This design comes from an exercise in tuning for small area on the open sky130 flow, not from production work.
Only simulation tests tie the RTL to the original design; equivalence was not proved.
Power and IR drop assume default switching activity.

==> flow/design.v <==
module  clkgen   
    #(parameter DIVWIDTH = 16) 
     (
    clk, rst, en, div, clkdiv, rise
);
input clk, rst, en;
input wire [DIVWIDTH-1:0] div;
output reg clkdiv;
output wire rise;
reg [DIVWIDTH-1:0] divct;
assign rise = en && (divct == div) && !clkdiv;
always @(posedge clk or negedge rst)
begin
    if(!rst)
    begin
       divct <= 1'b0;
       clkdiv <= 1'b0;
    end 
    else if(en) begin
       divct <= divct + 1'b1;
       if(divct == div) begin
           divct <= 1'b0;
           clkdiv <= !clkdiv;
       end 
    end    
end
endmodule
module siggen (
    clk, en, rst, npl, zero, runup, start, startRise
);
input clk, en, rst;
output wire startRise;
input wire [9:0] npl;
output reg runup;
output reg zero;
output reg start;
reg [9:0] nplDiv;
reg [2:0] status;
reg [4:0] tmpct;
parameter            IDLE   = 3'd0 ;
parameter            RUNUP   = 3'd1 ;
parameter            RUNDOWN  = 3'd2 ;
parameter            ZEROS  = 3'd3 ;
assign startRise = en && (status == IDLE) && !start;
always @(posedge clk or negedge rst)
begin
    if(!rst)
    begin
       zero <= 1'b0;
       runup <= 1'b0;
       status <= IDLE;
       tmpct <= 5'd0;
       start <= 1'b0;
    end 
    else if(en) begin
        case(status)
        IDLE:
            begin
                status <= RUNUP;
                tmpct <= 5'd0;
                nplDiv <= 10'b0;
                start <= 1'b1;
            end
        RUNUP:
            begin
                start <= 1'b0;
                tmpct <= tmpct + 5'd1;
                if(tmpct == 5'd19) 
                begin
                    tmpct <= 5'd0;
                    nplDiv <= nplDiv + 10'd1;
                end
                if(nplDiv == npl) begin
                    nplDiv <= 10'b0;
                    runup <= 1'd0;
                    status <= RUNDOWN;
                end
                else
                    runup <= 1'd1;
            end
        RUNDOWN:
            begin
                status <= ZEROS;
                zero <= 1'b1;
                tmpct <= 5'd0;
            end
        ZEROS:
            begin
                tmpct <= tmpct + 5'd1;
                if(tmpct == 5'd4) 
                begin
                    tmpct <= 5'd0;
                    status <= IDLE;
                    zero <= 1'b0;
                end
            end
        endcase
    end    
end
endmodule
module pwmgen 
#(parameter PERIOD = 10'd259) 
(
    clk, rst, start, reload, enable, mode, pwm, modeA, modeB
);
input clk,reload, enable, mode, rst, start;
output reg pwm;
output reg [31:0] modeA;
output reg [31:0] modeB;
reg [9:0] count;
reg [9:0] startct;
reg [9:0] finishct;
reg modest;
always @(posedge clk or negedge rst)
begin
	if(!rst) begin
		count <= 10'b0;
	end
	else begin
		if(enable) begin
			if(count == PERIOD) begin
				count <= 10'b0;
			end
			else begin
				count <= count + 10'd1;
			end
		end
		else begin
			count <= 10'b0;
		end
	 end
end
always @(posedge clk or negedge rst)
begin
	if(!rst) begin
		startct <= 10'b0;
		finishct <= 10'b0;
		modest <= 1'b0;
	end
	else begin
		if(count == 10'b0) begin
			modest <= mode;
			if(mode) begin
				startct <=  10'd2;
				finishct <= PERIOD-10'd2;
			end
			else begin
				startct <=  (PERIOD>>1) - 10'd2;
				finishct <= (PERIOD>>1) + 10'd2;
			end	
		end
		else begin
			startct <= startct;
			finishct <= finishct;
			modest <= modest;
		end
	 end
end
always @(posedge clk or negedge rst)
begin
	if(!rst) begin
		pwm <= 1'b0; 
	end
	else begin
		if(enable) begin
			if(count == startct) begin
				pwm <= 1'b1;
			end
			else if(count == finishct) begin
				pwm <= 1'b0;
			end	
		end
		else begin
			pwm <= pwm;
		end
	 end
end
always @(posedge clk or negedge rst)
begin
	 if(!rst) begin
		modeA <= 32'b0;
		modeB <= 32'b0;
	 end
	 else  begin
		if(start) begin
			modeA <= 32'b0;
			modeB <= 32'b0;
		 end
		 else if(count == 10'b1) begin
			if(modest) begin
				modeB <= modeB+32'b1;
			end
			else begin
				modeA <= modeA+32'b1;
			end
		 end
		 else begin
			 modeB <= modeB;
			 modeA <= modeA;
		 end
	 end
end
endmodule
module spi (
    stpwmNA,stpwmNB,stpwmPA,stpwmPB,strundown,stN64,stP8,stN1,sck,cs,miso,mosi,error,msclk,nplc,rst
);
    input wire [31:0] stpwmNA;
    input wire [31:0] stpwmNB;
    input wire [31:0] stpwmPA;
    input wire [31:0] stpwmPB;
    input wire [11:0] strundown;
    input wire [7:0]  stN64;
    input wire [7:0]  stP8;
    input wire [7:0]  stN1;
    input wire [2:0]  error;
    input wire sck;
    input wire cs;
    input wire msclk;
    input wire rst;
    output reg miso;
    output reg [9:0] nplc;
    input wire mosi;
    reg sck1,sck2, cs1, cs2;
    wire sckPosedge;
    wire csLow;
    wire csEdge;
    reg [2:0] status;
    reg [4:0] counter;
    reg [31:0] tmp;
    parameter            IDLE   = 3'd0 ;
    parameter            NA   = 3'd1 ;
    parameter            NB  = 3'd2 ;
    parameter            PA  = 3'd3 ;
    parameter            PB  = 3'd4 ;
    parameter            RD  = 3'd5 ;
    parameter            OTHER  = 3'd6 ;
    assign sckPosedge = ((sck1 == 1'b1)  && (sck2 == 1'b0));
    assign csEdge = ((cs1 == 1'b0) && (cs2 == 1'b1));
    always @(posedge msclk) begin
        sck1 <= sck;
        sck2 <= sck1;
        cs1 <= cs;
        cs2 <= cs1;
        if(!rst) begin
            nplc <= 10'd2;
            counter <= 5'b0;
            status <= IDLE;
            tmp <= stpwmNA;
            miso <= 1'b0;
        end
        else begin 
            if(cs) begin
                counter <= 5'b0;
                status <= IDLE;
                tmp <= stpwmNA;
                miso <= 1'b0;
            end
            else begin
                if(csEdge) begin
                    status <= NA;
                    tmp <= stpwmNA;
                    miso <= 1'b0;
                end
                else if (sckPosedge) begin
                    counter <= counter + 5'b1;
                    miso <= tmp[31];
                    case(status)
                        NA:
                        begin
                            if(counter == 5'd31) begin
                                status <= NB;
                                tmp <= stpwmNB;
                            end
                            else begin
                                tmp <= {tmp[30:0],mosi};
                                if((counter == 5'd16) && (tmp[15:10] == 6'b101010)) begin
                                    nplc <= tmp[9:0];
                                end
                            end
                        end
                        NB:
                        begin
                            if(counter == 5'd31) begin
                                status <= PA;
                                tmp <= stpwmPA;
                            end
                            else begin
                                tmp <= {tmp[30:0],1'b0};
                            end
                        end
                        PA:
                        begin
                            if(counter == 5'd31) begin
                                status <= PB;
                                tmp <= stpwmPB;
                            end
                            else begin
                                tmp <= {tmp[30:0],1'b0};
                            end
                        end
                        PB:
                        begin
                            if(counter == 5'd31) begin
                                status <= RD;
                                tmp <= {1'b0,error,strundown,stN64,stP8};
                            end
                            else begin
                                tmp <= {tmp[30:0],1'b0};
                            end
                        end
                        RD:
                        begin
                            if(counter == 5'd31) begin
                                status <= OTHER;
                                tmp <= {stN1,24'b0};
                            end
                            else begin
                                tmp <= {tmp[30:0],1'b0};
                            end
                        end
                        OTHER:
                        begin
                            if(counter == 5'd31) begin
                                status <= NA;
                                tmp <= stpwmNA;
                            end
                            else begin
                                tmp <= {tmp[30:0],1'b0};
                            end
                        end
                        default:
                        begin
                            counter <= 5'b0;
                            status <= NA;
                            tmp <= stpwmNA;
                            miso <= 1'b0;
                        end
                    endcase
                end
            end
        end
    end
endmodule
module main (clk, rst, zeroLevel, mediaLevel, highLevel ,sp512, sn512, sn64, sp8, sn1, sinput, szero,sck,cs,miso,mosi);
    input clk, rst, zeroLevel, mediaLevel, highLevel;
    output wire sp512, sn512, sinput, szero;
    output reg sn64,sp8, sn1;
    input wire sck;
    input wire cs;
    output wire miso;
    input wire mosi;
    parameter            IDLE   = 3'd0 ;
    parameter            RUNUP   = 3'd1 ;
    parameter            RUNDOWN  = 3'd2 ;
    parameter            N64  = 3'd3 ;
    parameter            P8  = 3'd4 ;
    parameter            N1  = 3'd5 ;
    parameter            ERROR  = 3'd6 ;
    wire ms;
    wire clk100k;
    reg [2:0] status;
    reg rundownreg;
    wire start;
    wire isrunup;
    wire modeN;
    wire modeP;
    wire runupw;
    reg preSinput;
    wire [31:0] wpwmNA;
    wire [31:0] wpwmNB;
    wire [31:0] wpwmPA;
    wire [31:0] wpwmPB;
    reg [31:0] stpwmNA;
    reg [31:0] stpwmNB;
    reg [31:0] stpwmPA;
    reg [31:0] stpwmPB;
    reg [11:0] strundown;
    reg [7:0]  stN64;
    reg [7:0]  stP8;
    reg [7:0]  stN1;
    reg [11:0] trundown;
    reg [7:0]  tN64;
    reg [7:0]  tP8;
    reg [7:0]  tN1;
    reg [2:0]  error;
    wire [9:0]  nplc;
    wire sgrundown;
    wire sgstart;
    wire rise100k;
    wire risems;
    wire startRise;
    assign modeN = mediaLevel ? 1'b0: 1'b1;
    assign modeP = highLevel ? 1'b1: 1'b0;
    assign isrunup = (status == RUNUP);
    assign sp512 = isrunup? runupw: rundownreg;
    assign sgrundown = (preSinput == 1'b1 && sinput == 1'b0);
    clkgen #(.DIVWIDTH(9)) c100k(clk,rst,1'b1,9'd124, clk100k, rise100k);
    clkgen #(.DIVWIDTH(9)) cms(clk,rst,rise100k,9'd49,ms,risems);
    siggen gen(.clk(clk),.en(risems),.rst(rst),.npl(nplc),.zero(szero),.runup(sinput),.start(start),.startRise(startRise));
    pwmgen #(.PERIOD(249)) pwmN(.clk(clk), .rst(rst),.start(start), .reload(clk100k), .enable(sinput), .mode(modeN), .pwm(sn512), .modeA(wpwmNA), .modeB(wpwmNB));
    pwmgen #(.PERIOD(249)) pwmP(.clk(clk), .rst(rst),.start(start), .reload(clk100k), .enable(sinput), .mode(modeP), .pwm(runupw), .modeA(wpwmPA), .modeB(wpwmPB)); 
    spi aaa(.stpwmNA(32'd1), .stpwmNB(stpwmNB), .stpwmPA(stpwmPA), .stpwmPB(stpwmPB), .strundown(strundown), 
            .stN64(stN64), .stP8(stP8), .stN1(stN1), .sck(sck), .cs(cs),.mosi(mosi), .miso(miso), .error(error), .nplc(nplc), .msclk(clk), .rst(rst));
    always @(posedge clk or negedge rst)
    begin
        if(!rst) begin
            strundown <= 12'b0;
            stN64 <= 8'b0;
            stP8 <= 8'b0;
            stN1 <= 8'b0;
            stpwmNA <= 32'b0;
            stpwmNB <= 32'b0;
            stpwmPA <= 32'b0;
            stpwmPB <= 32'b0;
        end
        else if(startRise) begin
            stpwmNA <= wpwmNA;
            stpwmNB <= wpwmNB;
            stpwmPA <= wpwmPA;
            stpwmPB <= wpwmPB;
            strundown <= trundown;
            stN64 <= tN64;
            stP8 <= tP8;
            stN1 <= tN1;
        end
	 end
    always @(posedge clk or negedge rst)
    begin
        if(!rst) begin
            status <= IDLE;
            sn64 <= 1'b0;
            rundownreg <= 1'b0;
            sp8 <= 1'b0;
            sn1 <= 1'b0;
            preSinput <= 1'b0;
            rundownreg  <= 1'b1;
            trundown <= 12'b0;
            tN64 <= 8'b0;
            tP8 <= 8'b0;
            tN1 <= 8'b0;
            error <= 3'b0;
        end
        else begin
            preSinput <= sinput;
            if(szero) begin
                sn1 <= 1'b0;
                sp8 <= 1'b0;
                sn64 <= 1'b0;
                rundownreg <= 1'b0;
                status <= IDLE;
            end
            else begin  
                case(status)
                    IDLE:
                    begin
                        if(start) begin
                            status <= RUNUP; 
                        end
                    end
                    RUNUP:
                    begin
                        if(sgrundown) begin
                            rundownreg  <= 1'b1;
                            trundown <= 12'b1;
                            tN64 <= 8'b0;
                            tP8 <= 8'b0;
                            tN1 <= 8'b0;
                            if(zeroLevel) begin
                                error <= 3'd0;
                                status <= RUNDOWN;
                            end
                            else begin
                                error <= 3'd1;
                                status <= IDLE;
                            end
                        end
                    end
                    RUNDOWN:
                        begin
                            if(zeroLevel) begin
                                if(trundown == 12'd4095) begin
                                    error <= 3'd2;
                                    status <= IDLE;
                                end
                                else begin
                                    trundown <= trundown + 12'b1;
                                end
                            end
                            else begin
                                rundownreg  <= 1'b0;
                                status <= N64;
                                sn64 <= 1'b1;
                                tN64 <= 8'b1;
                            end
                        end
                    N64:
                        begin
                            if(!zeroLevel) begin
                                if(trundown == 8'd255) begin
                                    error <= 3'd3;
                                    status <= IDLE;
                                end
                                else begin
                                    tN64 <= tN64 + 8'b1;
                                end
                            end
                            else begin
                                sn64  <= 1'b0;
                                status <= P8;
                                sp8 <= 1'b1;
                                tP8 <= 8'b1;
                            end
                        end
                    P8:
                        begin
                            if(zeroLevel) begin
                                if(trundown == 8'd255) begin
                                    error <= 3'd4;
                                    status <= IDLE;
                                end
                                else begin
                                    tP8 <= tP8 + 8'b1;
                                end
                            end
                            else begin
                                sp8  <= 1'b0;
                                status <= N1;
                                sn1 <= 1'b1;
                                tN1 <= 8'b1;
                            end 
                        end
                    N1:
                        begin
                            if(!zeroLevel) begin
                                if(trundown == 8'd255) begin
                                    error <= 3'd5;
                                    status <= IDLE;
                                end
                                else begin
                                    tN1 <= tN1 + 8'b1;
                                end
                            end
                            else begin
                                sn1  <= 1'b0;
                                status <= IDLE;
                            end 
                        end
                endcase
            end
        end
    end
endmodule
==> flow/run.sh <==
#!/bin/bash
# synth_recipe.tcl (not shown) runs the flow's synth.tcl, then flattens the netlist and writes it again
# the make line also repeats each setting of config.mk as NAME=value (left out here)
make -C /OpenROAD-flow-scripts/flow DESIGN_CONFIG=/design/flow/config.mk WORK_HOME=/design/flow/orfs CLKGATE_MAP_FILE= SYNTH_SCRIPT=/design/flow/synth_recipe.tcl finish
==> flow/config.mk <==
export PLATFORM = sky130hd
export DESIGN_NAME = main
export DESIGN_NICKNAME = main
export VERILOG_FILES = /design/flow/design.v
export SDC_FILE = /design/flow/constraint.sdc
export NUM_CORES = 4
export LEC_CHECK = 0
export CAP_MARGIN = 20
export CORE_MARGIN = 2
export CORE_UTILIZATION = 40
export SLEW_MARGIN = 20
==> flow/constraint.sdc <==
create_clock -name core_clock -period 10.0 [get_ports {clk}]
set_input_delay 2.0000 -clock core_clock [delete_from_list [all_inputs] [get_ports {clk}]]
set_output_delay 2.0000 -clock core_clock [all_outputs]
set_load 0.01 [all_outputs]
==> run summary <==
* Pleak at 0.00905 µW
* Post-synthesis cell type with the largest combined area: dfrtp_1
* Skew final at 0.0170 ns
* Peak supply drop at 107 µV
* Max Slew Vio Count at 0
* Die W at 225 µm
* Syn nets at 1953
* Switch share at 23.7%
* Post-Synth Simple-Gate Area at 18.6%
* Vias per cell at 5.77
* Slew HR at 27.8%
* Total negative slack at 0 ns
* Resize count post-CTS at 0
* Synthesized flop and latch total at 398
* Post-Route Utilization at 45.4%
* XOR/XNOR Fraction of Synth Area at 5.36%
* Reg-to-reg slack, setup at 6.05 ns
* CTS root buffer: clkbuf_16
* Share of the synthesized area in the top cell type at 42.7%
* Reg power frac at 46.4%
* CP max stage delay at 0.75 ns
* Gr usage total at 19.2%
* Initial antenna violation count at 0
* First-pass GRT wire length at 77.9 mm
* CTS Sinks at 398
* Dominant combinational cell family by area after synthesis: simple AND/OR/NAND/NOR gates
* Wire per inst at 18.9 µm
* Dpl ws at 5.57 ns
* Site row count at 80
* HP Class: flop to flop
* Largest cells by area after synthesis: dfrtp_1 (43%), mux2_2 (6.1%), dfxtp_1 (5.7%)
* Startpoint Class: flop
* R2R Path End: stpwmPB[23]
* Area after DPL at 20100 µm²
* # DRC at 0
* Buf/Inv on CP at 1
* Post-DP HPWL at 32.6 mm
* Largest net degree at the start of global routing at 151
* Clk buf depth at 3
* # H-tree levels at 2
* Number of diodes at 0
* Synth Area in Compound Gates at 12.6%
* Reg2reg path depth at 7
* Area of the mapped netlist at 19500 µm²
* Crit Path Category: flop to primary output
* Pwr/cell area at 170 nW/µm²
* Ys flop type: dfrtp_1
* Worst path slowest cell: dfrtp_1
* Filler Cells Inserted at 4445
* Combinational Power Share at 6.3%
* Critical Path Stages at 4
* Reg-to-reg critical path startpoint: cms.divct[3]
* Period minus WS final at 4.49 ns
* Worst path cell trace: nand2b_1 -> nor2_1 -> mux2_2 -> clkdlybuf4s50_1
* Post-route ant nets at 0
* Routed via count at 14600
* Fmax at 0.223 GHz
* Final Hold Viols at 0
* Share of layout cells above drive strength 1 at 11.9%
* # setup viols final at 0
* I/O Pins at 16
* Critical path peak fanout at 21
* Worst setup endpoint: sp512
* Synth warn at 5
* DRT Pass-1 Iters at 7
* RD Place Congestion at 0.824
* Starting Density at 40.7%
* RSZ-0062 raised after global routing: no
* Worst-Skew Late Latency at 0.57 ns
* Internal at 2820 µW
* Post-synth cell types at 76
* Mean Syn Cell Area at 10.1 µm²
* P&R area growth vs syn at 11.5%
* EDFF count, synth at 10
* CP required at 8.00 ns
* # Post-CTS Setup Buffers at 0
* Port Buf Inserts at 15
* Worst-Margin Slew at 1.08 ns
* Total Wirelength at 47.8 mm
* Beginning of the worst hold path: aaa.cs1
* Hold_buf cts at 0
* Net Sw Power at 878 µW
* CTS Buf Count at 45
* Crit share post-route at 44.9%
* Total Nets Final at 1923
* WHS at 0.355 ns
* Clock power frac at 47.3%
* Gr ovfl total at 0
* Max-cap viol count at 0
* Worst setup margin at 5.51 ns
* Design Area, Final at 21700 µm²
* Die height at 225 µm
* Initial drt markers at 1431
* Vias in the first global route at 14000
* Core area at 47800 µm²
* Adder-cell area share of the yosys netlist at 1.80%
* Critical Path End Type: primary output
* Die Footprint at 50400 µm²
* CTS tree: done
* Crit path DAT at 2.49 ns
* Cells after synthesis at 1917
* Status: complete, no violations
* Post-synthesis mux area share at 8.34%
* Post-synthesis sequential area ratio at 50.0%
* Ys async rst share at 83.7%
* Worst Setup SP: status[0]
* Reg clk slew, reported paths at 0.06 ns
* CP top delay family: flip-flops
[through the flow]
step | power [µW] | std cells
detailed placement | 1980 | 2455
floorplan | 1880 | 1917
CTS | 3740 | 2535
finish | 3700 | 2535
global placement | 1970 | 2454
global route | 3850 | 2535
[routing by layer]
layer / vias up / routed length, µm / global-route usage (%)
li1: 6911 / - / -
met1: 7284 / 22500 / 28.1
met2: 346 / 21600 / 29.7
met3: 78 / 2640 / 2.51
met4: 0 / 1080 / 5.62
met5: - / 0 / 0
[synthesized netlist by cell type (21+ instances only)]
cell type  instances
a21oi_1           64
a221oi_1          26
a222oi_1          28
a22o_1            23
and3_1            33
clkbuf_1          97
dfrtp_1          332
dfxtp_1           55
ha_1              28
inv_1             41
mux2_1            24
mux2_2           105
nand2_1          136
nand3_1           73
nand4_1           43
nor2_1           180
nor2b_1           24
nor3_1            33
nor4_1            39
o21ai_0          127
o31ai_1           21
or3_1             29
xnor2_1           82
xor2_1            37
[area by class of cell]
class	instances	area, µm²	area share [%]
Sequential cell	398	9740	44.9
Multi-Input combinational cell	1359	9120	42.0
Clock buffer	60	1250	5.77
Tap cell	615	769	3.55
Timing Repair Buffer	41	360	1.66
Clock inverter	20	303	1.40
Inverter	42	158	0.726
[worst reg2reg max path, stage by stage, from the launching register on]
cell and delay (ns):
dfrtp_1 0.44, or4_1 0.54, nor4b_2 0.78, nand4_1 0.17, buf_4 0.25, nand2b_4 0.53
buf_4 0.62, mux2_1 0.51
[sequential cells by signal, summed over array words and instances, names as in the netlist, 12 cells and up]
signal	count
stpwmPA	32
stpwmPB	32
trundown	12
aaa.tmp	32
pwmN.modeB	32
strundown	12
stpwmNB	32
pwmP.modeA	32
pwmP.modeB	32
[layout by cell type, fill, tap and decap left out, types with 29 or more instances in the layout]
| cell | n |
|---|---|
| clkbuf_16 | 45 |
| mux2_2 | 105 |
| nor4_1 | 39 |
| nand4_1 | 43 |
| inv_1 | 41 |
| or3_1 | 29 |
| dfxtp_1 | 55 |
| o21ai_0 | 127 |
| a21oi_1 | 64 |
| nor2_1 | 179 |
| xor2_1 | 37 |
| nor3_1 | 32 |
| nand2_1 | 136 |
| nand3_1 | 73 |
| and3_1 | 33 |
| xnor2_1 | 82 |
| dfrtp_1 | 331 |
[worst min path at each step]
stage,to,slack [ns],cells after the start
after floorplan,aaa.cs2,0.33,0
after global routing,aaa.cs2,0.36,0
after CTS,aaa.cs2,0.36,0
after global placement,aaa.cs2,0.34,0
after detailed placement,aaa.cs2,0.35,0
final,aaa.cs2,0.36,0
[kinds of logic after synthesis]
group	count (synthesis)
and+or+nand+nor	697
DFF	398
AOI/OAI and AO/OA	369
buffers and inverters	160
muxes	146
xor gates and xnor gates	119
adders and majority gates	28
[power groups by stage]
| stage | Combinational, µW | Clock [µW] | Sequential [µW] |
|---|---|---|---|
| CTS | 234 | 1790 | 1710 |
| finish | 232 | 1750 | 1720 |
| global placement | 225 | 0 | 1740 |
| global route | 262 | 1860 | 1720 |
| detailed placement | 232 | 0 | 1750 |
| floorplan | 172 | 0 | 1710 |

==> afterwards: timing with drivers on the ports <==
The flow's constraints put no driver on any port. The routed layout listed below was extracted and timed again, unchanged, in two steps.
Step 1 sets driving cells, clkbuf_16 on the clock port and buf_2 on the other inputs (assumed; they add their load-dependent delay and slew).
Step 2, shift: input delay + t, output delay - t, t = (earliest + latest rising clock arrival at the registers) / 2. This alone moves slack from input paths to output paths.
Slacks: ideal / step 1 / step 2; pairs: ideal / step 1.
t, ns: 0.611
setup WS [ns]: 5.509 / 5.456 / 5.564
latest minus earliest clock arrival (ns): 0.018 / 0.018
After both steps this run still meets setup and hold. For this run, drivers alone change the setup slack by -0.053 ns; drivers and shift together by +0.055 ns.
